Context: an optimization exercise on an open-source flow, tuned for small area and a short achievable clock period. The choices shown serve that exercise and are no tape-out recipe.
No functional check of the RTL was part of this run.
The clock port is modelled as an ideal driver; clocking choices that lean on that would not hold on a real chip.
Power and IR drop assume default switching activity.

`design/flow/config.mk`:
```
export PLATFORM = sky130hd
export DESIGN_NAME = rrc_filter
export DESIGN_NICKNAME = rrc_filter
export VERILOG_FILES = /design/flow/design.v
export SDC_FILE = /design/flow/constraint.sdc
export NUM_CORES = 4
export LEC_CHECK = 0
export ABC_CLOCK_PERIOD_IN_PS = 800
export CAP_MARGIN = 20
export CORE_MARGIN = 2
export CORE_UTILIZATION = 70
export CTS_BUF_LIST = sky130_fd_sc_hd__clkbuf_16
export CTS_CLUSTER_DIAMETER = 80
export CTS_CLUSTER_SIZE = 30
export PLACE_DENSITY = 0.75
export SLEW_MARGIN = 20
export SYNTH_HIERARCHICAL = 1
```
`design/flow/flow/flatten_clock_root.tcl`:
```
# POST_CTS hook. CTS builds root buffer -> branch buffers -> leaf buffers -> registers.
# 1. Drop the root buffer: the clock port then feeds the branch buffers directly.
set block [ord::get_db_block]
set clknet [$block findNet clk]

proc loads_of {net} {
  set l {}
  foreach it [$net getITerms] { if {[$it isInputSignal]} { lappend l $it } }
  return $l
}
proc out_net {inst} {
  foreach it [$inst getITerms] { if {[$it isOutputSignal]} { return [$it getNet] } }
  return ""
}

set roots [loads_of $clknet]
puts "clock hook: clock port feeds [llength $roots] cell(s)"
if {[llength $roots] == 1} {
  set root [[lindex $roots 0] getInst]
  set out [out_net $root]
  set loads [loads_of $out]
  if {[llength $loads] <= 4 && [llength $loads] > 0} {
    foreach it $loads {
      set pname "[[$it getInst] getName]/[[$it getMTerm] getName]"
      disconnect_pin [$out getName] $pname
      connect_pin clk $pname
    }
    set rname [$root getName]
    set oname [$out getName]
    delete_instance $rname
    delete_net $oname
    puts "clock hook: removed root $rname"
  }
}

set branches [loads_of $clknet]
set nsplit [expr {4 / max(1, [llength $branches])}]
if {[llength $branches] <= 2} {
  set k 0
  foreach bit $branches {
    set b [$bit getInst]
    set bnet [out_net $b]
    set leaves [loads_of $bnet]
    if {[llength $leaves] < 4} continue
    # split the leaves in two halves along the wider spread of their positions
    set pts {}
    foreach it $leaves {
      set li [$it getInst]
      set loc [$li getLocation]
      lappend pts [list $it [lindex $loc 0] [lindex $loc 1]]
    }
    set xs [lmap p $pts {lindex $p 1}]
    set ys [lmap p $pts {lindex $p 2}]
    set dx [expr {[tcl::mathfunc::max {*}$xs] - [tcl::mathfunc::min {*}$xs]}]
    set dy [expr {[tcl::mathfunc::max {*}$ys] - [tcl::mathfunc::min {*}$ys]}]
    set idx [expr {$dx >= $dy ? 1 : 2}]
    set pts [lsort -integer -index $idx $pts]
    set half [expr {[llength $pts] / 2}]
    set moved [lrange $pts $half end]
    set master [[$b getMaster] getName]
    set nname "clkhook_split_${k}"
    set netname "clkhook_net_${k}"
    incr k
    set newnet [odb::dbNet_create $block $netname]
    $newnet setSigType CLOCK
    set inst [odb::dbInst_create $block [[ord::get_db] findMaster $master] $nname]
    set sx 0; set sy 0
    foreach p $moved { set sx [expr {$sx + [lindex $p 1]}]; set sy [expr {$sy + [lindex $p 2]}] }
    set n [llength $moved]
    $inst setLocation [expr {$sx / $n}] [expr {$sy / $n}]
    $inst setPlacementStatus PLACED
    [$inst findITerm A] connect $clknet
    [$inst findITerm X] connect $newnet
    foreach p $moved {
      set it [lindex $p 0]
      $it disconnect
      $it connect $newnet
    }
    # move the original branch buffer to the centroid of the leaves it keeps
    set sx 0; set sy 0
    set kept [lrange $pts 0 [expr {$half - 1}]]
    foreach p $kept { set sx [expr {$sx + [lindex $p 1]}]; set sy [expr {$sy + [lindex $p 2]}] }
    set n [llength $kept]
    $b setLocation [expr {$sx / $n}] [expr {$sy / $n}]
    puts "clock hook: split [$b getName] ([llength $leaves] leaves) into two"
  }
  detailed_placement
  check_placement -verbose
}
estimate_parasitics -placement
report_clock_latency
```
`design/flow/design.v`:
```
module rrc_filter #(
	parameter WIDTH = 9
)(
	input logic clk,
	input logic rst,
	input logic signed [WIDTH-1:0] filter_in,
	output logic signed [WIDTH-1:0] filter_out
);
  logic [8:0] sr0, sr1, sr2, sr3, sr4, sr5, sr6, sr7, sr8, sr9, sr10, sr11, sr12, sr13, sr14, sr15, sr16, sr17, sr18, sr19, sr20, sr21, sr22, sr23, sr24, sr25, sr26, sr27;
  always_ff @(posedge clk or posedge rst) begin
    if (rst) begin
      sr0 <= 9'h000;
      sr1 <= 9'h000;
      sr2 <= 9'h000;
      sr3 <= 9'h000;
      sr4 <= 9'h000;
      sr5 <= 9'h000;
      sr6 <= 9'h000;
      sr7 <= 9'h000;
      sr8 <= 9'h000;
      sr9 <= 9'h000;
      sr10 <= 9'h000;
      sr11 <= 9'h000;
      sr12 <= 9'h000;
      sr13 <= 9'h000;
      sr14 <= 9'h000;
      sr15 <= 9'h000;
      sr16 <= 9'h000;
      sr17 <= 9'h000;
      sr18 <= 9'h000;
      sr19 <= 9'h000;
      sr20 <= 9'h000;
      sr21 <= 9'h000;
      sr22 <= 9'h000;
      sr23 <= 9'h000;
      sr24 <= 9'h000;
      sr25 <= 9'h000;
      sr26 <= 9'h000;
      sr27 <= 9'h000;
    end else begin
      sr0 <= filter_in;
      sr1 <= sr0;
      sr2 <= sr1;
      sr3 <= sr2;
      sr4 <= sr3;
      sr5 <= sr4;
      sr6 <= sr5;
      sr7 <= sr6;
      sr8 <= sr7;
      sr9 <= sr8;
      sr10 <= sr9;
      sr11 <= sr10;
      sr12 <= sr11;
      sr13 <= sr12;
      sr14 <= sr13;
      sr15 <= sr14;
      sr16 <= sr15;
      sr17 <= sr16;
      sr18 <= sr17;
      sr19 <= sr18;
      sr20 <= sr19;
      sr21 <= sr20;
      sr22 <= sr21;
      sr23 <= sr22;
      sr24 <= sr23;
      sr25 <= sr24;
      sr26 <= sr25;
      sr27 <= sr26;
    end
  end
  logic [9:0] t0;
  always_ff @(posedge clk or posedge rst) begin
    if (rst) t0 <= 10'd880;
    else t0 <= 10'd880 - {{1{filter_in[8]}}, filter_in};
  end
  logic [9:0] pv0;
  always_ff @(posedge clk or posedge rst) begin
    if (rst) pv0 <= 10'd0;
    else pv0 <= {sr11[8], sr11} + {sr13[8], sr13};
  end
  logic [9:0] pv1;
  always_ff @(posedge clk or posedge rst) begin
    if (rst) pv1 <= 10'd0;
    else pv1 <= {sr10[8], sr10} + {sr14[8], sr14};
  end
  logic [9:0] pv2;
  always_ff @(posedge clk or posedge rst) begin
    if (rst) pv2 <= 10'd0;
    else pv2 <= {sr6[8], sr6} + {sr18[8], sr18};
  end
  logic [24:0] cs3;
  logic [31:0] cs2;
  logic [30:0] cs1;
  wire n1 = ~sr26[0];
  wire s2, c3;
  rrc_fa u3 (.a(sr24[0]), .b(sr27[0]), .ci(n1), .s(s2), .co(c3));
  wire s4, c5;
  rrc_fa u5 (.a(sr16[0]), .b(sr20[0]), .ci(sr23[0]), .s(s4), .co(c5));
  wire s6, c7;
  rrc_fa u7 (.a(sr21[0]), .b(sr24[1]), .ci(sr27[1]), .s(s6), .co(c7));
  wire n8 = ~c3;
  wire s9, c10;
  rrc_fa u10 (.a(sr26[1]), .b(n8), .ci(s4), .s(s9), .co(c10));
  wire s11, c12;
  rrc_fa u12 (.a(sr15[0]), .b(sr16[1]), .ci(sr20[1]), .s(s11), .co(c12));
  wire s13, c14;
  rrc_fa u14 (.a(sr21[1]), .b(sr24[2]), .ci(sr27[2]), .s(s13), .co(c14));
  wire s15, c16;
  rrc_fa u16 (.a(sr23[1]), .b(sr26[2]), .ci(c5), .s(s15), .co(c16));
  wire n17 = ~s11;
  wire s18, c19;
  rrc_fa u19 (.a(c7), .b(s13), .ci(n17), .s(s18), .co(c19));
  wire n20 = ~s18;
  wire s21, c22;
  rrc_fa u22 (.a(s15), .b(c10), .ci(n20), .s(s21), .co(c22));
  wire s23, c24;
  rrc_fa u24 (.a(sr15[1]), .b(sr16[0]), .ci(sr16[2]), .s(s23), .co(c24));
  wire s25, c26;
  rrc_fa u26 (.a(sr17[0]), .b(sr20[2]), .ci(sr23[2]), .s(s25), .co(c26));
  wire s27, c28;
  rrc_fa u28 (.a(sr21[2]), .b(sr24[3]), .ci(sr27[3]), .s(s27), .co(c28));
  wire n29 = ~c14;
  wire s30, c31;
  rrc_fa u31 (.a(sr26[3]), .b(c12), .ci(n29), .s(s30), .co(c31));
  wire n32 = ~s27;
  wire s33, c34;
  rrc_fa u34 (.a(s23), .b(s25), .ci(n32), .s(s33), .co(c34));
  wire n35 = ~c19;
  wire s36, c37;
  rrc_fa u37 (.a(c16), .b(s30), .ci(n35), .s(s36), .co(c37));
  wire s38, c39;
  rrc_fa u39 (.a(s33), .b(c22), .ci(s36), .s(s38), .co(c39));
  wire s40, c41;
  rrc_fa u41 (.a(sr15[2]), .b(sr16[1]), .ci(sr16[3]), .s(s40), .co(c41));
  wire s42, c43;
  rrc_fa u43 (.a(sr17[1]), .b(sr20[3]), .ci(sr23[3]), .s(s42), .co(c43));
  wire s44, c45;
  rrc_fa u45 (.a(sr21[3]), .b(sr24[4]), .ci(sr27[4]), .s(s44), .co(c45));
  wire s46, c47;
  rrc_fa u47 (.a(sr26[4]), .b(c24), .ci(c26), .s(s46), .co(c47));
  wire n48 = ~c28;
  wire s49, c50;
  rrc_fa u50 (.a(n48), .b(s40), .ci(s42), .s(s49), .co(c50));
  wire n51 = ~s44;
  wire s52, c53;
  rrc_fa u53 (.a(n51), .b(c31), .ci(s46), .s(s52), .co(c53));
  wire s54, c55;
  rrc_fa u55 (.a(c34), .b(s49), .ci(c37), .s(s54), .co(c55));
  wire s56, c57;
  rrc_fa u57 (.a(s52), .b(s54), .ci(c39), .s(s56), .co(c57));
  wire s58, c59;
  rrc_fa u59 (.a(sr15[3]), .b(sr16[2]), .ci(sr16[4]), .s(s58), .co(c59));
  wire s60, c61;
  rrc_fa u61 (.a(sr17[2]), .b(sr20[4]), .ci(sr23[4]), .s(s60), .co(c61));
  wire s62, c63;
  rrc_fa u63 (.a(sr15[0]), .b(sr21[4]), .ci(sr24[5]), .s(s62), .co(c63));
  wire n64 = ~sr27[5];
  wire s65, c66;
  rrc_fa u66 (.a(sr26[5]), .b(n64), .ci(c41), .s(s65), .co(c66));
  wire n67 = ~c45;
  wire s68, c69;
  rrc_fa u69 (.a(c43), .b(n67), .ci(s58), .s(s68), .co(c69));
  wire n70 = ~s62;
  wire s71, c72;
  rrc_fa u72 (.a(s60), .b(n70), .ci(c47), .s(s71), .co(c72));
  wire s73, c74;
  rrc_fa u74 (.a(s65), .b(c50), .ci(s68), .s(s73), .co(c74));
  wire s75, c76;
  rrc_fa u76 (.a(c53), .b(s71), .ci(s73), .s(s75), .co(c76));
  wire s77, c78;
  rrc_fa u78 (.a(sr15[4]), .b(sr16[3]), .ci(sr16[5]), .s(s77), .co(c78));
  wire s79, c80;
  rrc_fa u80 (.a(sr17[3]), .b(sr20[5]), .ci(sr23[5]), .s(s79), .co(c80));
  wire s81, c82;
  rrc_fa u82 (.a(sr15[1]), .b(sr21[5]), .ci(sr24[6]), .s(s81), .co(c82));
  wire n83 = ~sr27[6];
  wire s84, c85;
  rrc_fa u85 (.a(sr26[6]), .b(n83), .ci(c59), .s(s84), .co(c85));
  wire n86 = ~c63;
  wire s87, c88;
  rrc_fa u88 (.a(c61), .b(n86), .ci(s77), .s(s87), .co(c88));
  wire n89 = ~s81;
  wire s90, c91;
  rrc_fa u91 (.a(s79), .b(n89), .ci(c66), .s(s90), .co(c91));
  wire s92, c93;
  rrc_fa u93 (.a(c69), .b(s84), .ci(s87), .s(s92), .co(c93));
  wire s94, c95;
  rrc_fa u95 (.a(c72), .b(s90), .ci(c74), .s(s94), .co(c95));
  wire s96, c97;
  rrc_fa u97 (.a(s92), .b(c76), .ci(s94), .s(s96), .co(c97));
  wire s98, c99;
  rrc_fa u99 (.a(sr15[5]), .b(sr16[4]), .ci(sr16[6]), .s(s98), .co(c99));
  wire s100, c101;
  rrc_fa u101 (.a(sr17[4]), .b(sr20[6]), .ci(sr23[6]), .s(s100), .co(c101));
  wire s102, c103;
  rrc_fa u103 (.a(sr15[2]), .b(sr21[6]), .ci(sr24[7]), .s(s102), .co(c103));
  wire n104 = ~sr27[7];
  wire s105, c106;
  rrc_fa u106 (.a(sr26[7]), .b(n104), .ci(c78), .s(s105), .co(c106));
  wire n107 = ~c82;
  wire s108, c109;
  rrc_fa u109 (.a(c80), .b(n107), .ci(s98), .s(s108), .co(c109));
  wire n110 = ~s102;
  wire s111, c112;
  rrc_fa u112 (.a(s100), .b(n110), .ci(c85), .s(s111), .co(c112));
  wire s113, c114;
  rrc_fa u114 (.a(c88), .b(s105), .ci(s108), .s(s113), .co(c114));
  wire s115, c116;
  rrc_fa u116 (.a(c91), .b(s111), .ci(c93), .s(s115), .co(c116));
  wire s117, c118;
  rrc_fa u118 (.a(s113), .b(c95), .ci(s115), .s(s117), .co(c118));
  wire s119, c120;
  rrc_fa u120 (.a(sr15[6]), .b(sr16[5]), .ci(sr16[7]), .s(s119), .co(c120));
  wire s121, c122;
  rrc_fa u122 (.a(sr17[5]), .b(sr20[7]), .ci(sr23[7]), .s(s121), .co(c122));
  wire s123, c124;
  rrc_fa u124 (.a(sr15[3]), .b(sr21[7]), .ci(sr26[8]), .s(s123), .co(c124));
  wire s125, c126;
  rrc_fa u126 (.a(sr24[8]), .b(sr27[8]), .ci(c99), .s(s125), .co(c126));
  wire n127 = ~c103;
  wire s128, c129;
  rrc_fa u129 (.a(c101), .b(n127), .ci(s119), .s(s128), .co(c129));
  wire n130 = ~s123;
  wire s131, c132;
  rrc_fa u132 (.a(s121), .b(n130), .ci(c106), .s(s131), .co(c132));
  wire s133, c134;
  rrc_fa u134 (.a(c109), .b(s125), .ci(s128), .s(s133), .co(c134));
  wire s135, c136;
  rrc_fa u136 (.a(c112), .b(s131), .ci(c114), .s(s135), .co(c136));
  wire s137, c138;
  rrc_fa u138 (.a(s133), .b(c116), .ci(s135), .s(s137), .co(c138));
  wire s139, c140;
  rrc_fa u140 (.a(sr15[7]), .b(sr16[6]), .ci(sr17[6]), .s(s139), .co(c140));
  wire s141, c142;
  rrc_fa u142 (.a(sr15[4]), .b(sr16[8]), .ci(sr20[8]), .s(s141), .co(c142));
  wire n143 = ~sr23[8];
  wire s144, c145;
  rrc_fa u145 (.a(sr21[8]), .b(n143), .ci(c120), .s(s144), .co(c145));
  wire n146 = ~c124;
  wire s147, c148;
  rrc_fa u148 (.a(c122), .b(n146), .ci(s139), .s(s147), .co(c148));
  wire n149 = ~s141;
  wire s150, c151;
  rrc_fa u151 (.a(n149), .b(c126), .ci(c129), .s(s150), .co(c151));
  wire s152, c153;
  rrc_fa u153 (.a(s144), .b(s147), .ci(c132), .s(s152), .co(c153));
  wire s154, c155;
  rrc_fa u155 (.a(c134), .b(s150), .ci(s152), .s(s154), .co(c155));
  wire n156 = ~sr16[7];
  wire s157, c158;
  rrc_fa u158 (.a(sr15[5]), .b(sr15[8]), .ci(n156), .s(s157), .co(c158));
  wire n159 = ~c142;
  wire s160, c161;
  rrc_fa u161 (.a(sr17[7]), .b(c140), .ci(n159), .s(s160), .co(c161));
  wire n162 = ~s157;
  wire s163, c164;
  rrc_fa u164 (.a(n162), .b(c145), .ci(c148), .s(s163), .co(c164));
  wire s165, c166;
  rrc_fa u166 (.a(s160), .b(c151), .ci(s163), .s(s165), .co(c166));
  wire s167, c168;
  rrc_fa u168 (.a(sr15[6]), .b(sr16[8]), .ci(sr17[8]), .s(s167), .co(c168));
  wire n169 = ~c161;
  wire s170, c171;
  rrc_fa u171 (.a(c158), .b(s167), .ci(n169), .s(s170), .co(c171));
  wire n172 = ~s170;
  wire s173, c174;
  rrc_fa u174 (.a(c164), .b(n172), .ci(c166), .s(s173), .co(c174));
  wire s175, c176;
  rrc_fa u176 (.a(sr15[7]), .b(c168), .ci(c171), .s(s175), .co(c176));
  wire n177 = ~pv1[0];
  wire s178, c179;
  rrc_fa u179 (.a(cs3[1]), .b(pv0[1]), .ci(n177), .s(s178), .co(c179));
  wire n180 = ~s178;
  wire s181, c182;
  rrc_fa u182 (.a(pv2[0]), .b(cs3[2]), .ci(n180), .s(s181), .co(c182));
  wire s183, c184;
  rrc_fa u184 (.a(cs3[3]), .b(sr13[0]), .ci(pv1[1]), .s(s183), .co(c184));
  wire n185 = ~pv2[1];
  wire s186, c187;
  rrc_fa u187 (.a(pv0[2]), .b(n185), .ci(c179), .s(s186), .co(c187));
  wire n188 = ~s186;
  wire s189, c190;
  rrc_fa u190 (.a(s183), .b(n188), .ci(c182), .s(s189), .co(c190));
  wire s191, c192;
  rrc_fa u192 (.a(sr8[0]), .b(sr13[1]), .ci(pv1[2]), .s(s191), .co(c192));
  wire n193 = ~pv2[2];
  wire s194, c195;
  rrc_fa u195 (.a(pv0[3]), .b(pv2[0]), .ci(n193), .s(s194), .co(c195));
  wire s196, c197;
  rrc_fa u197 (.a(cs3[4]), .b(c184), .ci(s191), .s(s196), .co(c197));
  wire n198 = ~s196;
  wire s199, c200;
  rrc_fa u200 (.a(s194), .b(c187), .ci(n198), .s(s199), .co(c200));
  wire s201, c202;
  rrc_fa u202 (.a(sr8[1]), .b(sr13[2]), .ci(pv1[3]), .s(s201), .co(c202));
  wire s203, c204;
  rrc_fa u204 (.a(pv0[0]), .b(pv0[4]), .ci(pv1[0]), .s(s203), .co(c204));
  wire n205 = ~pv2[1];
  wire s206, c207;
  rrc_fa u207 (.a(pv2[3]), .b(n205), .ci(cs3[5]), .s(s206), .co(c207));
  wire n208 = ~c195;
  wire s209, c210;
  rrc_fa u210 (.a(c192), .b(n208), .ci(s201), .s(s209), .co(c210));
  wire n211 = ~s203;
  wire s212, c213;
  rrc_fa u213 (.a(n211), .b(s206), .ci(c197), .s(s212), .co(c213));
  wire n214 = ~c200;
  wire s215, c216;
  rrc_fa u216 (.a(s209), .b(s212), .ci(n214), .s(s215), .co(c216));
  wire s217, c218;
  rrc_fa u218 (.a(cs3[8]), .b(sr8[2]), .ci(sr13[3]), .s(s217), .co(c218));
  wire s219, c220;
  rrc_fa u220 (.a(pv0[1]), .b(pv0[5]), .ci(pv1[1]), .s(s219), .co(c220));
  wire n221 = ~pv2[2];
  wire s222, c223;
  rrc_fa u223 (.a(pv1[4]), .b(pv2[4]), .ci(n221), .s(s222), .co(c223));
  wire s224, c225;
  rrc_fa u225 (.a(cs3[6]), .b(cs3[7]), .ci(c202), .s(s224), .co(c225));
  wire s226, c227;
  rrc_fa u227 (.a(s217), .b(c207), .ci(s222), .s(s226), .co(c227));
  wire n228 = ~s224;
  wire s229, c230;
  rrc_fa u230 (.a(c204), .b(s219), .ci(n228), .s(s229), .co(c230));
  wire s231, c232;
  rrc_fa u232 (.a(c210), .b(s226), .ci(c213), .s(s231), .co(c232));
  wire n233 = ~s229;
  wire s234, c235;
  rrc_fa u235 (.a(n233), .b(s231), .ci(c216), .s(s234), .co(c235));
  wire s236, c237;
  rrc_fa u237 (.a(cs3[9]), .b(sr8[3]), .ci(sr13[0]), .s(s236), .co(c237));
  wire s238, c239;
  rrc_fa u239 (.a(sr13[4]), .b(pv1[5]), .ci(pv2[5]), .s(s238), .co(c239));
  wire s240, c241;
  rrc_fa u241 (.a(pv0[2]), .b(pv0[6]), .ci(pv1[2]), .s(s240), .co(c241));
  wire n242 = ~c218;
  wire s243, c244;
  rrc_fa u244 (.a(pv2[3]), .b(c220), .ci(n242), .s(s243), .co(c244));
  wire s245, c246;
  rrc_fa u246 (.a(c223), .b(s236), .ci(s238), .s(s245), .co(c246));
  wire n247 = ~s240;
  wire s248, c249;
  rrc_fa u249 (.a(n247), .b(c225), .ci(c227), .s(s248), .co(c249));
  wire n250 = ~s245;
  wire s251, c252;
  rrc_fa u252 (.a(s243), .b(n250), .ci(c230), .s(s251), .co(c252));
  wire n253 = ~s251;
  wire s254, c255;
  rrc_fa u255 (.a(s248), .b(c232), .ci(n253), .s(s254), .co(c255));
  wire s256, c257;
  rrc_fa u257 (.a(cs3[10]), .b(sr8[4]), .ci(sr13[0]), .s(s256), .co(c257));
  wire s258, c259;
  rrc_fa u259 (.a(sr13[1]), .b(sr13[5]), .ci(pv0[0]), .s(s258), .co(c259));
  wire s260, c261;
  rrc_fa u261 (.a(pv0[3]), .b(pv0[7]), .ci(pv1[3]), .s(s260), .co(c261));
  wire n262 = ~pv2[4];
  wire s263, c264;
  rrc_fa u264 (.a(pv1[6]), .b(pv2[6]), .ci(n262), .s(s263), .co(c264));
  wire s265, c266;
  rrc_fa u266 (.a(cs3[11]), .b(c237), .ci(c239), .s(s265), .co(c266));
  wire s267, c268;
  rrc_fa u268 (.a(s256), .b(s258), .ci(s263), .s(s267), .co(c268));
  wire s269, c270;
  rrc_fa u270 (.a(c241), .b(s260), .ci(c244), .s(s269), .co(c270));
  wire s271, c272;
  rrc_fa u272 (.a(c246), .b(s265), .ci(s267), .s(s271), .co(c272));
  wire n273 = ~s269;
  wire s274, c275;
  rrc_fa u275 (.a(c249), .b(n273), .ci(s271), .s(s274), .co(c275));
  wire s276, c277;
  rrc_fa u277 (.a(cs3[12]), .b(cs3[13]), .ci(sr8[5]), .s(s276), .co(c277));
  wire s278, c279;
  rrc_fa u279 (.a(sr13[1]), .b(sr13[2]), .ci(sr13[6]), .s(s278), .co(c279));
  wire s280, c281;
  rrc_fa u281 (.a(pv0[1]), .b(pv1[7]), .ci(pv2[7]), .s(s280), .co(c281));
  wire s282, c283;
  rrc_fa u283 (.a(pv0[4]), .b(pv0[8]), .ci(pv1[4]), .s(s282), .co(c283));
  wire s284, c285;
  rrc_fa u285 (.a(c257), .b(c259), .ci(c264), .s(s284), .co(c285));
  wire s286, c287;
  rrc_fa u287 (.a(pv2[5]), .b(c261), .ci(s282), .s(s286), .co(c287));
  wire s288, c289;
  rrc_fa u289 (.a(s276), .b(s278), .ci(s280), .s(s288), .co(c289));
  wire s290, c291;
  rrc_fa u291 (.a(c266), .b(c268), .ci(s284), .s(s290), .co(c291));
  wire n292 = ~s288;
  wire s293, c294;
  rrc_fa u294 (.a(s286), .b(n292), .ci(c270), .s(s293), .co(c294));
  wire n295 = ~s293;
  wire s296, c297;
  rrc_fa u297 (.a(c272), .b(s290), .ci(n295), .s(s296), .co(c297));
  wire s298, c299;
  rrc_fa u299 (.a(sr8[6]), .b(sr13[2]), .ci(sr13[3]), .s(s298), .co(c299));
  wire s300, c301;
  rrc_fa u301 (.a(sr13[7]), .b(pv0[2]), .ci(pv0[9]), .s(s300), .co(c301));
  wire s302, c303;
  rrc_fa u303 (.a(pv0[5]), .b(pv1[5]), .ci(pv2[6]), .s(s302), .co(c303));
  wire s304, c305;
  rrc_fa u305 (.a(pv1[8]), .b(pv2[8]), .ci(cs3[14]), .s(s304), .co(c305));
  wire s306, c307;
  rrc_fa u307 (.a(cs3[15]), .b(cs3[16]), .ci(c277), .s(s306), .co(c307));
  wire n308 = ~c283;
  wire s309, c310;
  rrc_fa u310 (.a(c279), .b(c281), .ci(n308), .s(s309), .co(c310));
  wire n311 = ~s302;
  wire s312, c313;
  rrc_fa u313 (.a(s298), .b(s300), .ci(n311), .s(s312), .co(c313));
  wire s314, c315;
  rrc_fa u315 (.a(s304), .b(c285), .ci(s306), .s(s314), .co(c315));
  wire n316 = ~c287;
  wire s317, c318;
  rrc_fa u318 (.a(c289), .b(n316), .ci(s309), .s(s317), .co(c318));
  wire s319, c320;
  rrc_fa u320 (.a(s312), .b(c291), .ci(s314), .s(s319), .co(c320));
  wire n321 = ~c294;
  wire s322, c323;
  rrc_fa u323 (.a(s317), .b(n321), .ci(s319), .s(s322), .co(c323));
  wire s324, c325;
  rrc_fa u325 (.a(cs3[19]), .b(sr8[7]), .ci(sr13[3]), .s(s324), .co(c325));
  wire s326, c327;
  rrc_fa u327 (.a(sr13[8]), .b(pv0[6]), .ci(pv1[6]), .s(s326), .co(c327));
  wire s328, c329;
  rrc_fa u329 (.a(pv1[9]), .b(pv2[7]), .ci(pv2[9]), .s(s328), .co(c329));
  wire s330, c331;
  rrc_fa u331 (.a(sr13[4]), .b(pv0[3]), .ci(cs3[17]), .s(s330), .co(c331));
  wire s332, c333;
  rrc_fa u333 (.a(cs3[18]), .b(c299), .ci(c301), .s(s332), .co(c333));
  wire s334, c335;
  rrc_fa u335 (.a(c303), .b(s326), .ci(s328), .s(s334), .co(c335));
  wire s336, c337;
  rrc_fa u337 (.a(s324), .b(c305), .ci(s330), .s(s336), .co(c337));
  wire s338, c339;
  rrc_fa u339 (.a(c307), .b(c310), .ci(s332), .s(s338), .co(c339));
  wire n340 = ~s334;
  wire s341, c342;
  rrc_fa u342 (.a(c313), .b(n340), .ci(s336), .s(s341), .co(c342));
  wire s343, c344;
  rrc_fa u344 (.a(c315), .b(c318), .ci(s338), .s(s343), .co(c344));
  wire s345, c346;
  rrc_fa u346 (.a(s341), .b(c320), .ci(s343), .s(s345), .co(c346));
  wire s347, c348;
  rrc_fa u348 (.a(cs3[20]), .b(sr13[4]), .ci(sr13[5]), .s(s347), .co(c348));
  wire s349, c350;
  rrc_fa u350 (.a(sr8[8]), .b(pv0[7]), .ci(pv1[7]), .s(s349), .co(c350));
  wire n351 = ~pv2[8];
  wire s352, c353;
  rrc_fa u353 (.a(pv0[4]), .b(n351), .ci(c325), .s(s352), .co(c353));
  wire s354, c355;
  rrc_fa u355 (.a(c327), .b(c329), .ci(s349), .s(s354), .co(c355));
  wire s356, c357;
  rrc_fa u357 (.a(s347), .b(c331), .ci(c333), .s(s356), .co(c357));
  wire n358 = ~s352;
  wire s359, c360;
  rrc_fa u360 (.a(c335), .b(n358), .ci(s354), .s(s359), .co(c360));
  wire s361, c362;
  rrc_fa u362 (.a(c337), .b(c339), .ci(s356), .s(s361), .co(c362));
  wire n363 = ~s359;
  wire s364, c365;
  rrc_fa u365 (.a(c342), .b(n363), .ci(c344), .s(s364), .co(c365));
  wire s366, c367;
  rrc_fa u367 (.a(cs3[21]), .b(sr13[5]), .ci(sr13[6]), .s(s366), .co(c367));
  wire s368, c369;
  rrc_fa u369 (.a(cs3[22]), .b(pv0[8]), .ci(pv1[8]), .s(s368), .co(c369));
  wire s370, c371;
  rrc_fa u371 (.a(pv0[5]), .b(pv2[9]), .ci(c348), .s(s370), .co(c371));
  wire n372 = ~s366;
  wire s373, c374;
  rrc_fa u374 (.a(c350), .b(s368), .ci(n372), .s(s373), .co(c374));
  wire n375 = ~c355;
  wire s376, c377;
  rrc_fa u377 (.a(c353), .b(s370), .ci(n375), .s(s376), .co(c377));
  wire n378 = ~c357;
  wire s379, c380;
  rrc_fa u380 (.a(s373), .b(n378), .ci(c360), .s(s379), .co(c380));
  wire n381 = ~s379;
  wire s382, c383;
  rrc_fa u383 (.a(s376), .b(c362), .ci(n381), .s(s382), .co(c383));
  wire s384, c385;
  rrc_fa u385 (.a(cs3[23]), .b(sr13[6]), .ci(sr13[7]), .s(s384), .co(c385));
  wire s386, c387;
  rrc_fa u387 (.a(pv0[6]), .b(pv0[9]), .ci(pv1[9]), .s(s386), .co(c387));
  wire n388 = ~c367;
  wire s389, c390;
  rrc_fa u390 (.a(cs3[24]), .b(c369), .ci(n388), .s(s389), .co(c390));
  wire s391, c392;
  rrc_fa u392 (.a(s384), .b(s386), .ci(c371), .s(s391), .co(c392));
  wire n393 = ~s391;
  wire s394, c395;
  rrc_fa u395 (.a(c374), .b(s389), .ci(n393), .s(s394), .co(c395));
  wire n396 = ~c377;
  wire s397, c398;
  rrc_fa u398 (.a(n396), .b(c380), .ci(s394), .s(s397), .co(c398));
  wire n399 = ~sr13[8];
  wire s400, c401;
  rrc_fa u401 (.a(sr13[7]), .b(pv0[7]), .ci(n399), .s(s400), .co(c401));
  wire s402, c403;
  rrc_fa u403 (.a(c385), .b(c387), .ci(s400), .s(s402), .co(c403));
  wire n404 = ~c390;
  wire s405, c406;
  rrc_fa u406 (.a(n404), .b(s402), .ci(c392), .s(s405), .co(c406));
  wire n407 = ~sr13[8];
  wire s408, c409;
  rrc_fa u409 (.a(pv0[8]), .b(n407), .ci(c401), .s(s408), .co(c409));
  wire s410, c411;
  rrc_fa u411 (.a(c403), .b(s408), .ci(c406), .s(s410), .co(c411));
  wire n412 = ~pv0[9];
  wire s413, c414;
  rrc_fa u414 (.a(n412), .b(c409), .ci(c411), .s(s413), .co(c414));
  wire s415, c416;
  rrc_fa u416 (.a(cs2[0]), .b(cs2[1]), .ci(sr2[0]), .s(s415), .co(c416));
  wire s417, c418;
  rrc_fa u418 (.a(cs2[2]), .b(sr0[1]), .ci(sr3[0]), .s(s417), .co(c418));
  wire n419 = ~sr6[0];
  wire s420, c421;
  rrc_fa u421 (.a(sr2[1]), .b(sr5[0]), .ci(n419), .s(s420), .co(c421));
  wire n422 = ~c416;
  wire s423, c424;
  rrc_fa u424 (.a(sr10[0]), .b(n422), .ci(s417), .s(s423), .co(c424));
  wire s425, c426;
  rrc_fa u426 (.a(cs2[3]), .b(sr0[2]), .ci(sr3[1]), .s(s425), .co(c426));
  wire s427, c428;
  rrc_fa u428 (.a(sr6[1]), .b(sr10[1]), .ci(sr11[0]), .s(s427), .co(c428));
  wire s429, c430;
  rrc_fa u430 (.a(sr2[2]), .b(sr5[1]), .ci(c421), .s(s429), .co(c430));
  wire s431, c432;
  rrc_fa u432 (.a(c418), .b(s425), .ci(s427), .s(s431), .co(c432));
  wire n433 = ~s429;
  wire s434, c435;
  rrc_fa u435 (.a(c424), .b(n433), .ci(s431), .s(s434), .co(c435));
  wire s436, c437;
  rrc_fa u437 (.a(cs2[4]), .b(sr0[3]), .ci(sr3[2]), .s(s436), .co(c437));
  wire s438, c439;
  rrc_fa u439 (.a(sr6[2]), .b(sr10[0]), .ci(sr10[2]), .s(s438), .co(c439));
  wire s440, c441;
  rrc_fa u441 (.a(cs2[5]), .b(sr2[3]), .ci(sr5[2]), .s(s440), .co(c441));
  wire s442, c443;
  rrc_fa u443 (.a(sr11[1]), .b(c426), .ci(c428), .s(s442), .co(c443));
  wire n444 = ~s440;
  wire s445, c446;
  rrc_fa u446 (.a(s436), .b(s438), .ci(n444), .s(s445), .co(c446));
  wire n447 = ~c430;
  wire s448, c449;
  rrc_fa u449 (.a(n447), .b(c432), .ci(s442), .s(s448), .co(c449));
  wire s450, c451;
  rrc_fa u451 (.a(s445), .b(c435), .ci(s448), .s(s450), .co(c451));
  wire s452, c453;
  rrc_fa u453 (.a(sr0[4]), .b(sr3[3]), .ci(sr6[3]), .s(s452), .co(c453));
  wire s454, c455;
  rrc_fa u455 (.a(sr10[1]), .b(sr10[3]), .ci(sr11[2]), .s(s454), .co(c455));
  wire n456 = ~cs2[6];
  wire s457, c458;
  rrc_fa u458 (.a(sr2[4]), .b(sr5[3]), .ci(n456), .s(s457), .co(c458));
  wire n459 = ~c441;
  wire s460, c461;
  rrc_fa u461 (.a(c437), .b(c439), .ci(n459), .s(s460), .co(c461));
  wire n462 = ~s457;
  wire s463, c464;
  rrc_fa u464 (.a(s452), .b(s454), .ci(n462), .s(s463), .co(c464));
  wire s465, c466;
  rrc_fa u466 (.a(c443), .b(c446), .ci(s460), .s(s465), .co(c466));
  wire s467, c468;
  rrc_fa u468 (.a(s463), .b(c449), .ci(s465), .s(s467), .co(c468));
  wire s469, c470;
  rrc_fa u470 (.a(cs2[7]), .b(sr0[5]), .ci(sr3[4]), .s(s469), .co(c470));
  wire s471, c472;
  rrc_fa u472 (.a(sr6[4]), .b(sr10[2]), .ci(sr10[4]), .s(s471), .co(c472));
  wire s473, c474;
  rrc_fa u474 (.a(sr2[5]), .b(sr5[4]), .ci(sr11[0]), .s(s473), .co(c474));
  wire s475, c476;
  rrc_fa u476 (.a(sr11[3]), .b(c453), .ci(c455), .s(s475), .co(c476));
  wire n477 = ~s473;
  wire s478, c479;
  rrc_fa u479 (.a(s469), .b(s471), .ci(n477), .s(s478), .co(c479));
  wire n480 = ~c458;
  wire s481, c482;
  rrc_fa u482 (.a(n480), .b(c461), .ci(s475), .s(s481), .co(c482));
  wire s483, c484;
  rrc_fa u484 (.a(s478), .b(c464), .ci(c466), .s(s483), .co(c484));
  wire s485, c486;
  rrc_fa u486 (.a(s481), .b(c468), .ci(s483), .s(s485), .co(c486));
  wire s487, c488;
  rrc_fa u488 (.a(cs2[8]), .b(sr0[6]), .ci(sr3[5]), .s(s487), .co(c488));
  wire s489, c490;
  rrc_fa u490 (.a(sr6[5]), .b(sr10[3]), .ci(sr10[5]), .s(s489), .co(c490));
  wire s491, c492;
  rrc_fa u492 (.a(sr2[6]), .b(sr5[5]), .ci(sr11[1]), .s(s491), .co(c492));
  wire s493, c494;
  rrc_fa u494 (.a(sr11[4]), .b(cs2[9]), .ci(c470), .s(s493), .co(c494));
  wire n495 = ~c474;
  wire s496, c497;
  rrc_fa u497 (.a(c472), .b(n495), .ci(s487), .s(s496), .co(c497));
  wire n498 = ~s491;
  wire s499, c500;
  rrc_fa u500 (.a(s489), .b(n498), .ci(c476), .s(s499), .co(c500));
  wire s501, c502;
  rrc_fa u502 (.a(s493), .b(c479), .ci(s496), .s(s501), .co(c502));
  wire s503, c504;
  rrc_fa u504 (.a(c482), .b(s499), .ci(s501), .s(s503), .co(c504));
  wire s505, c506;
  rrc_fa u506 (.a(cs2[11]), .b(sr0[7]), .ci(sr3[6]), .s(s505), .co(c506));
  wire s507, c508;
  rrc_fa u508 (.a(sr6[6]), .b(sr10[4]), .ci(sr10[6]), .s(s507), .co(c508));
  wire s509, c510;
  rrc_fa u510 (.a(sr2[7]), .b(sr5[6]), .ci(sr11[2]), .s(s509), .co(c510));
  wire n511 = ~cs2[10];
  wire s512, c513;
  rrc_fa u513 (.a(sr11[5]), .b(cs2[12]), .ci(n511), .s(s512), .co(c513));
  wire n514 = ~c492;
  wire s515, c516;
  rrc_fa u516 (.a(c488), .b(c490), .ci(n514), .s(s515), .co(c516));
  wire n517 = ~s509;
  wire s518, c519;
  rrc_fa u519 (.a(s505), .b(s507), .ci(n517), .s(s518), .co(c519));
  wire s520, c521;
  rrc_fa u521 (.a(s512), .b(c494), .ci(c497), .s(s520), .co(c521));
  wire s522, c523;
  rrc_fa u523 (.a(s515), .b(s518), .ci(c500), .s(s522), .co(c523));
  wire s524, c525;
  rrc_fa u525 (.a(c502), .b(s520), .ci(s522), .s(s524), .co(c525));
  wire s526, c527;
  rrc_fa u527 (.a(cs2[14]), .b(sr2[8]), .ci(sr3[7]), .s(s526), .co(c527));
  wire s528, c529;
  rrc_fa u529 (.a(sr6[7]), .b(sr10[5]), .ci(sr10[7]), .s(s528), .co(c529));
  wire s530, c531;
  rrc_fa u531 (.a(sr0[8]), .b(sr5[7]), .ci(sr11[3]), .s(s530), .co(c531));
  wire s532, c533;
  rrc_fa u533 (.a(sr11[6]), .b(cs2[13]), .ci(c506), .s(s532), .co(c533));
  wire n534 = ~c510;
  wire s535, c536;
  rrc_fa u536 (.a(c508), .b(n534), .ci(s526), .s(s535), .co(c536));
  wire n537 = ~s530;
  wire s538, c539;
  rrc_fa u539 (.a(s528), .b(n537), .ci(c513), .s(s538), .co(c539));
  wire s540, c541;
  rrc_fa u541 (.a(c516), .b(s532), .ci(c519), .s(s540), .co(c541));
  wire s542, c543;
  rrc_fa u543 (.a(s535), .b(s538), .ci(c521), .s(s542), .co(c543));
  wire s544, c545;
  rrc_fa u545 (.a(s540), .b(c523), .ci(s542), .s(s544), .co(c545));
  wire s546, c547;
  rrc_fa u547 (.a(cs2[15]), .b(cs2[16]), .ci(sr5[8]), .s(s546), .co(c547));
  wire s548, c549;
  rrc_fa u549 (.a(sr3[8]), .b(sr6[8]), .ci(sr10[8]), .s(s548), .co(c549));
  wire n550 = ~sr11[4];
  wire s551, c552;
  rrc_fa u552 (.a(sr10[6]), .b(sr11[7]), .ci(n550), .s(s551), .co(c552));
  wire n553 = ~c531;
  wire s554, c555;
  rrc_fa u555 (.a(c527), .b(c529), .ci(n553), .s(s554), .co(c555));
  wire n556 = ~s548;
  wire s557, c558;
  rrc_fa u558 (.a(s546), .b(s551), .ci(n556), .s(s557), .co(c558));
  wire s559, c560;
  rrc_fa u560 (.a(c533), .b(c536), .ci(s554), .s(s559), .co(c560));
  wire s561, c562;
  rrc_fa u562 (.a(c539), .b(s557), .ci(c541), .s(s561), .co(c562));
  wire s563, c564;
  rrc_fa u564 (.a(s559), .b(c543), .ci(s561), .s(s563), .co(c564));
  wire n565 = ~sr11[5];
  wire s566, c567;
  rrc_fa u567 (.a(cs2[18]), .b(sr10[7]), .ci(n565), .s(s566), .co(c567));
  wire n568 = ~sr11[8];
  wire s569, c570;
  rrc_fa u570 (.a(n568), .b(cs2[17]), .ci(c547), .s(s569), .co(c570));
  wire n571 = ~c549;
  wire s572, c573;
  rrc_fa u573 (.a(c552), .b(n571), .ci(s566), .s(s572), .co(c573));
  wire s574, c575;
  rrc_fa u575 (.a(c555), .b(s569), .ci(c558), .s(s574), .co(c575));
  wire s576, c577;
  rrc_fa u577 (.a(s572), .b(c560), .ci(s574), .s(s576), .co(c577));
  wire n578 = ~cs2[19];
  wire s579, c580;
  rrc_fa u580 (.a(sr10[8]), .b(sr11[6]), .ci(n578), .s(s579), .co(c580));
  wire s581, c582;
  rrc_fa u582 (.a(cs2[20]), .b(cs2[21]), .ci(c567), .s(s581), .co(c582));
  wire n583 = ~s579;
  wire s584, c585;
  rrc_fa u585 (.a(n583), .b(c570), .ci(c573), .s(s584), .co(c585));
  wire s586, c587;
  rrc_fa u587 (.a(s581), .b(c575), .ci(s584), .s(s586), .co(c587));
  wire n588 = ~sr11[7];
  wire s589, c590;
  rrc_fa u590 (.a(cs2[22]), .b(cs2[23]), .ci(n588), .s(s589), .co(c590));
  wire n591 = ~c580;
  wire s592, c593;
  rrc_fa u593 (.a(n591), .b(s589), .ci(c582), .s(s592), .co(c593));
  wire s594, c595;
  rrc_fa u595 (.a(c585), .b(s592), .ci(c587), .s(s594), .co(c595));
  wire n596 = ~cs2[25];
  wire s597, c598;
  rrc_fa u598 (.a(sr11[8]), .b(n596), .ci(cs2[24]), .s(s597), .co(c598));
  wire s599, c600;
  rrc_fa u600 (.a(c590), .b(s597), .ci(c593), .s(s599), .co(c600));
  wire n601 = ~cs2[26];
  wire s602, c603;
  rrc_fa u603 (.a(n601), .b(cs2[27]), .ci(cs2[28]), .s(s602), .co(c603));
  wire n604 = ~s602;
  wire s605, c606;
  rrc_fa u606 (.a(c598), .b(n604), .ci(c600), .s(s605), .co(c606));
  wire n607 = ~c603;
  wire s608, c609;
  rrc_fa u609 (.a(cs2[29]), .b(n607), .ci(c606), .s(s608), .co(c609));
  wire n610 = ~cs1[1];
  wire n611 = ~cs1[2];
  wire n612 = ~t0[9];
  wire s613, c614;
  rrc_ha u614 (.a(cs1[9]), .b(cs1[10]), .s(s613), .co(c614));
  wire s615, c616;
  rrc_ha u616 (.a(t0[7]), .b(cs1[12]), .s(s615), .co(c616));
  wire s617, c618;
  rrc_ha u618 (.a(cs1[14]), .b(cs1[15]), .s(s617), .co(c618));
  wire s619, c620;
  rrc_ha u620 (.a(cs1[16]), .b(cs1[17]), .s(s619), .co(c620));
  wire s621, c622;
  rrc_fa1 u622 (.a(cs1[18]), .b(cs1[19]), .s(s621), .co(c622));
  wire s623, c624;
  rrc_ha u624 (.a(cs1[0]), .b(t0[0]), .s(s623), .co(c624));
  wire s625, c626;
  rrc_fa u626 (.a(t0[1]), .b(cs1[3]), .ci(n611), .s(s625), .co(c626));
  wire s627, c628;
  rrc_ha u628 (.a(t0[2]), .b(cs1[4]), .s(s627), .co(c628));
  wire s629, c630;
  rrc_ha u630 (.a(cs1[5]), .b(t0[3]), .s(s629), .co(c630));
  wire s631, c632;
  rrc_fa u632 (.a(cs1[6]), .b(cs1[7]), .ci(t0[4]), .s(s631), .co(c632));
  wire s633, c634;
  rrc_ha u634 (.a(cs1[8]), .b(t0[5]), .s(s633), .co(c634));
  wire s635, c636;
  rrc_fa u636 (.a(cs1[11]), .b(t0[6]), .ci(s613), .s(s635), .co(c636));
  wire s637, c638;
  rrc_fa u638 (.a(cs1[13]), .b(c614), .ci(s615), .s(s637), .co(c638));
  wire s639, c640;
  rrc_fa u640 (.a(t0[8]), .b(c616), .ci(s617), .s(s639), .co(c640));
  wire s641, c642;
  rrc_fa u642 (.a(n612), .b(s619), .ci(c618), .s(s641), .co(c642));
  wire s643, c644;
  rrc_fa u644 (.a(cs1[20]), .b(c620), .ci(s621), .s(s643), .co(c644));
  wire s645, c646;
  rrc_fa u646 (.a(cs1[21]), .b(cs1[22]), .ci(c622), .s(s645), .co(c646));
  wire n647 = ~cs1[24];
  wire n648 = ~cs1[26];
  wire n649 = ~cs1[28];
  always_ff @(posedge clk or posedge rst) begin
    if (rst) cs3 <= 25'b0000001111100100011110101;
    else cs3 <= {c176, sr15[8], s175, c174, s173, c155, s165, c153, c138, s154, c136, s137, c118, s117, c97, s96, c57, s75, c55, s56, s38, s21, s9, s6, s2};
  end
  always_ff @(posedge clk or posedge rst) begin
    if (rst) cs2 <= 32'b10011001010110010111010011100101;
    else cs2 <= {c414, s413, s410, c398, c395, s405, s397, c383, s382, c365, s364, c346, s361, s345, c323, s322, c297, s296, c275, c255, s274, c252, s254, c235, s234, s215, s199, c190, s189, s181, pv0[0], cs3[0]};
  end
  always_ff @(posedge clk or posedge rst) begin
    if (rst) cs1 <= 31'b1000111100010111100110001000110;
    else cs1 <= {cs2[31], c609, cs2[30], s608, s605, s599, c595, s594, s586, c577, c564, s576, c562, s563, c545, s544, c525, s524, c504, c486, s503, c484, s485, s467, c451, s450, s434, s423, s420, s415, sr0[0]};
  end
  wire [18:0] fa_ = {1'b1, cs1[30], cs1[29], cs1[27], n648, cs1[25], cs1[23], s645, s643, s641, s639, s637, s635, s633, s631, s629, s627, s625, n610};
  wire [18:0] fb_ = {1'b0, cs1[28], n649, cs1[26], cs1[24], n647, c646, c644, c642, c640, c638, c636, c634, c632, c630, c628, c626, c624, s623};
  wire [18:0] sum_ = fa_ + fb_;
  wire ovf_ = (sum_[18] != sum_[16]) || (sum_[17] != sum_[16]);
  wire [8:0] y_ = ovf_ ? (sum_[18] ? 9'h100 : 9'h0ff) : sum_[16:8];
  always_ff @(posedge clk or posedge rst) begin
    if (rst) filter_out <= 9'd0;
    else filter_out <= y_;
  end
endmodule
module rrc_fa (input logic a, input logic b, input logic ci, output logic s, output logic co);
  assign s = a ^ b ^ ci;
  assign co = (a & b) | (a & ci) | (b & ci);
endmodule
module rrc_carry8 (input logic [7:0] a, input logic [7:0] b, output logic co);
  wire [8:0] t = {1'b0, a} + {1'b0, b};
  assign co = t[8];
endmodule
module rrc_hsat (input logic [10:0] a, input logic [10:0] b, input logic ci, output logic [8:0] y);
  wire [11:0] t2 = {a, ci} + {b, ci};
  wire [10:0] t = t2[11:1];
  wire ovf = (t[10] != t[8]) || (t[9] != t[8]);
  assign y = ovf ? (t[10] ? 9'h100 : 9'h0ff) : t[8:0];
endmodule
module rrc_fa1 (input logic a, input logic b, output logic s, output logic co);
  assign s = ~(a ^ b);
  assign co = a | b;
endmodule
module rrc_ha (input logic a, input logic b, output logic s, output logic co);
  assign s = a ^ b;
  assign co = a & b;
endmodule
```
`design/flow/constraint.sdc`:
```
create_clock -name core_clock -period 10.5 [get_ports {clk}]
set_input_delay 2.1000 -clock core_clock [delete_from_list [all_inputs] [get_ports {clk}]]
set_output_delay 2.1000 -clock core_clock [all_outputs]
set_load 0.01 [all_outputs]
```
`design/flow/flow/run.sh`:
```
#!/bin/bash
# Own layout flow: the standard ORFS flow (standard.sh, unchanged synthesis), with
#  - timing repair aimed below the design's period (SETUP_SLACK_MARGIN; the SDC is unchanged),
#  - port buffers of a normal buffer cell rather than the smallest one,
#  - after CTS, the clock port drives the tree's branch buffers directly, split in two (flow/flatten_clock_root.tcl).
# Each step's full log is kept by ORFS under orfs/logs/; make's own output goes to flow.log.
set -uo pipefail
here=$(pwd)
bash standard.sh SETUP_SLACK_MARGIN=7.45 "BUFFER_PORTS_ARGS=-buffer_cell sky130_fd_sc_hd__buf_2" \
  "POST_CTS_TCL=$here/flow/flatten_clock_root.tcl" finish > flow.log 2>&1
```
`design/flow/standard.sh`:
```
#!/bin/bash
# synth_recipe.tcl (not shown) runs the flow's synth.tcl, then flattens the netlist and writes it again
# the make line also repeats each setting of config.mk as NAME=value (left out here)
make -C /OpenROAD-flow-scripts/flow DESIGN_CONFIG=/design/flow/config.mk WORK_HOME=/design/flow/orfs CLKGATE_MAP_FILE= SYNTH_SCRIPT=/design/flow/synth_recipe.tcl "${@:-finish}"
```
==> summary.txt <==
outcome=timing/DRC/antenna clean; delay of the slowest cell on the worst path=0.55 ns; Async SR Flop Fraction=1.00; Finished Layout Cells=1415; fill count=1355; Clock Power Share=0.126; ratio of cells with drive above 1 in the final layout=0.159; hold path cells=0; fmax=324 MHz; most frequent CP cell=ha_4; cell taking the most area after synthesis=dfrtp_1; Slew Limit Fails=0; top_reg_cell synth=dfrtp_1; CTS sink cnt=386; Avg Cell Area, Syn=17.1 µm²; Synth Instances=1021; First DRT Iteration DRCs=463; Via density=5.41; I/O pins=20; EDFF count, synth=0; Pleak=8.44 nW; CP startpoint=cs1[14]; number of port buffers=19; #FFs+latches synth=386; unrepaired setup endpoints after global routing=true; Core Region=0.0244 mm²; count of different cell masters after synthesis=46; synth cell count leaders=dfrtp_1, fa_1, inv_1; Starting Density=0.717; Sum Neg Setup Slack=0 ns; post-synthesis cell area=0.0175 mm²; largest cells by area after synthesis=dfrtp_1, fa_1, dfstp_2, ha_1, inv_1; CP Data Arrival Time=3.27 ns; Worst Skew=0.0362 ns; row count=57; ANT nets after route=0; VDD IR max=0.286 mV; Sw Share=0.385; vias in the first global route=8753; Max-slew headroom=0.606; Detailed Routing Iterations Pass 1=4; Tmin final=3.08 ns; Mapped Nets=1352; global-route wire length before repair=47.7 mm; die area=0.0263 mm²; Nets=1413; Vias=7659; WL/cell=21.2 µm; worst-path maximum fanout=6; Hold Vio Cnt, Final=0; synthesis-to-layout area growth=8.07%; maximum capacitance violations=0; post-DP HPWL=22.8 mm; register area share after synthesis=0.556; Ys Warns=7; worst slew pin tran=0.588 ns; crit path kind=reg2reg; fin crit share=0.294; gr ovfl total=0; area of the multi-input gates=0.00740 mm²; Worst-path clk slew=0.11 ns; initial antenna violation count=0; worst skew pair latency=0.34 ns; Reg2Reg Setup Slack=7.42 ns; internal cell power=3.70 mW; CP Capture Point=filter_out[4]; Crit. End Element=flip-flop; Inst Count DP=1366; HP Class=reg2reg; GRT Overall Usage=0.249; DR DRC count=0; routed wire length=30.0 mm; sequential cell fraction of total power=0.347; TritonCTS clock tree=yes; pwr dens=319 mW/mm²; CP cell instances=ha_4, fa_1, ha_4, a211o_4, o32ai_4, o41ai_4, xor2_2, o21ai_4, o311ai_1; routability cong.=0.824; Psw=2.32 mW; Die Y=162 µm; Comb power frac=0.528; Synth top area share=0.482; ant diodes=0; slowest stage cell, crit path=dfstp_2; Sequential cell area=0.00974 mm²; fin util=0.774; CP required=10.68 ns; R2R depth=9; Setup-failing EPs final=0; count leader, synth=dfrtp_1; R2R Path Start=cs1[14]; startpoint types=flip-flop; R2R Path End=filter_out[4]; largest net degree at the start of global routing=79; die width=162 µm
==> through the flow <==
| step | instance area (µm²) | hold slack (ns) | setup WS, ns | total power, mW |
|---|---|---|---|---|
| global placement | 18000 | 0.331 | 6.20 | 4.89 |
| global route | 18900 | 0.358 | 7.33 | 6.58 |
| floorplan | 17500 | 0.331 | 3.25 | 4.23 |
| detailed placement | 18000 | 0.335 | 6.15 | 5.03 |
| finish | 18900 | 0.351 | 7.42 | 6.02 |
==> cell usage in the layout, fill, tap and decap left out, types with 3 or more instances in the layout <==
cell type | netlist | routed
o21ai_1 | 3 | 3
nand2_1 | 18 | 18
nor2_1 | 8 | 7
nand4_1 | 4 | 4
a21oi_2 | 2 | 3
ha_1 | 54 | 49
a21oi_1 | 32 | 29
dfstp_2 | 49 | 49
dfrtp_1 | 337 | 319
xnor2_1 | 18 | 17
buf_4 | 1 | 19
clkbuf_16 | 0 | 18
nand2b_1 | 3 | 3
nor3_1 | 4 | 4
inv_1 | 128 | 133
buf_2 | 0 | 19
nand3_1 | 4 | 4
a21o_1 | 10 | 10
dfrtp_2 | 0 | 18
fa_1 | 266 | 256
xor2_1 | 18 | 18
a211oi_1 | 5 | 4
o21bai_1 | 8 | 7
o21ai_0 | 15 | 14
ha_4 | 0 | 4
fa_2 | 0 | 10
o211ai_1 | 3 | 3
==> modules after synthesis (local to each module, per instance) <==
module	flip-flops and latches	times used
rrc_filter	386	1
rrc_fa1	0	1
rrc_fa	0	263
rrc_ha	0	8
==> registers in the layout (all words and copies together), names as in the netlist, 10 cells and up <==
register / cells
cs2: 32
cs1: 30
cs3: 25
pv0: 10
pv1: 10
pv2: 10
==> routing by layer <==
metal	up-vias	global-route usage	routed length, µm
met1	4185	0.370	12900
met5	-	0	0
met2	127	0.408	15100
met3	44	0.0370	1210
met4	0	0.0567	710
li1	3303	-	-
==> cell families after synthesis <==
logic type | count (synthesis) | share of synthesized area
xor gates and xnor gates | 38 | 0.0199
and+or+nand+nor | 49 | 0.0137
DFF | 386 | 0.556
AOI/OAI and AO/OA | 93 | 0.0356
buffers and inverters | 131 | 0.0290
adders and majority gates | 320 | 0.343
muxes | 4 | 0.00243
==> worst max-delay path: cells and delay by family (launching register included) <==
kind	cells	cell delay, ns
AO/OA/AOI/OAI	5	1.23
adder cells (fa/ha/maj)	3	0.94
flip-flops	1	0.55
XOR/XNOR	1	0.23
==> layout make-up, without the clock buffers <==
| class | count | area share |
|---|---|---|
| Inverter | 128 | 0.0256 |
| Timing Repair Buffer | 43 | 0.0177 |
| Multi-Input combinational cell | 504 | 0.392 |
| Tap cell | 324 | 0.0215 |
| Clock inverter | 11 | 0.00344 |
| Sequential cell | 386 | 0.516 |
| Buffer | 2 | 0.00265 |
| Timing Repair inverter | 1 | 0.000265 |
==> worst min-delay path by stage <==
| stage | start | endpoint | slack (ns) |
|---|---|---|---|
| global route | sr19[7] | sr20[7] | 0.36 |
| floorplan | cs2[30] | cs1[28] | 0.33 |
| finish | sr12[3] | sr13[3] | 0.35 |
| detailed placement | sr9[2] | sr10[2] | 0.33 |
| global placement | sr9[4] | sr10[4] | 0.33 |
==> power by group through the flow <==
stage | combinational (mW) | clock [mW] | sequential, mW
6_report | 3.18 | 0.757 | 2.09
5_1_grt | 3.63 | 0.833 | 2.12
3_5_place_dp | 2.91 | 0 | 2.12
3_3_place_gp | 2.78 | 0 | 2.11
2_1_floorplan | 2.18 | 0 | 2.05

==> static timing again, ports no longer ideal <==
Ports are ideal in the flow. The routed layout listed here was re-timed in OpenROAD.
Step 1 sets driving cells, clkbuf_16 on the clock port and buf_2 on the other inputs (assumed; they add their load-dependent delay and slew).
Step 2 times the ports against the registers' clock, not the clock port: input delays grow and output delays shrink by t, the midpoint of the rising clock arrivals with the driver on.
Slacks: ideal ports / drivers / drivers and shift; pairs: ideal ports / drivers.
t (ns): 0.421
setup slack, ns: 7.418 / 7.418 / 7.260
worst setup path at the end: input, reset recovery
latest minus earliest clock arrival (ns): 0.036 / 0.037
worst data-port slew with drivers (ns): 0.03
After both steps this run still meets setup and hold. For this run, drivers alone change the setup slack by 0.000 ns; drivers and shift together by -0.158 ns. Setup slack includes reset recovery checks.
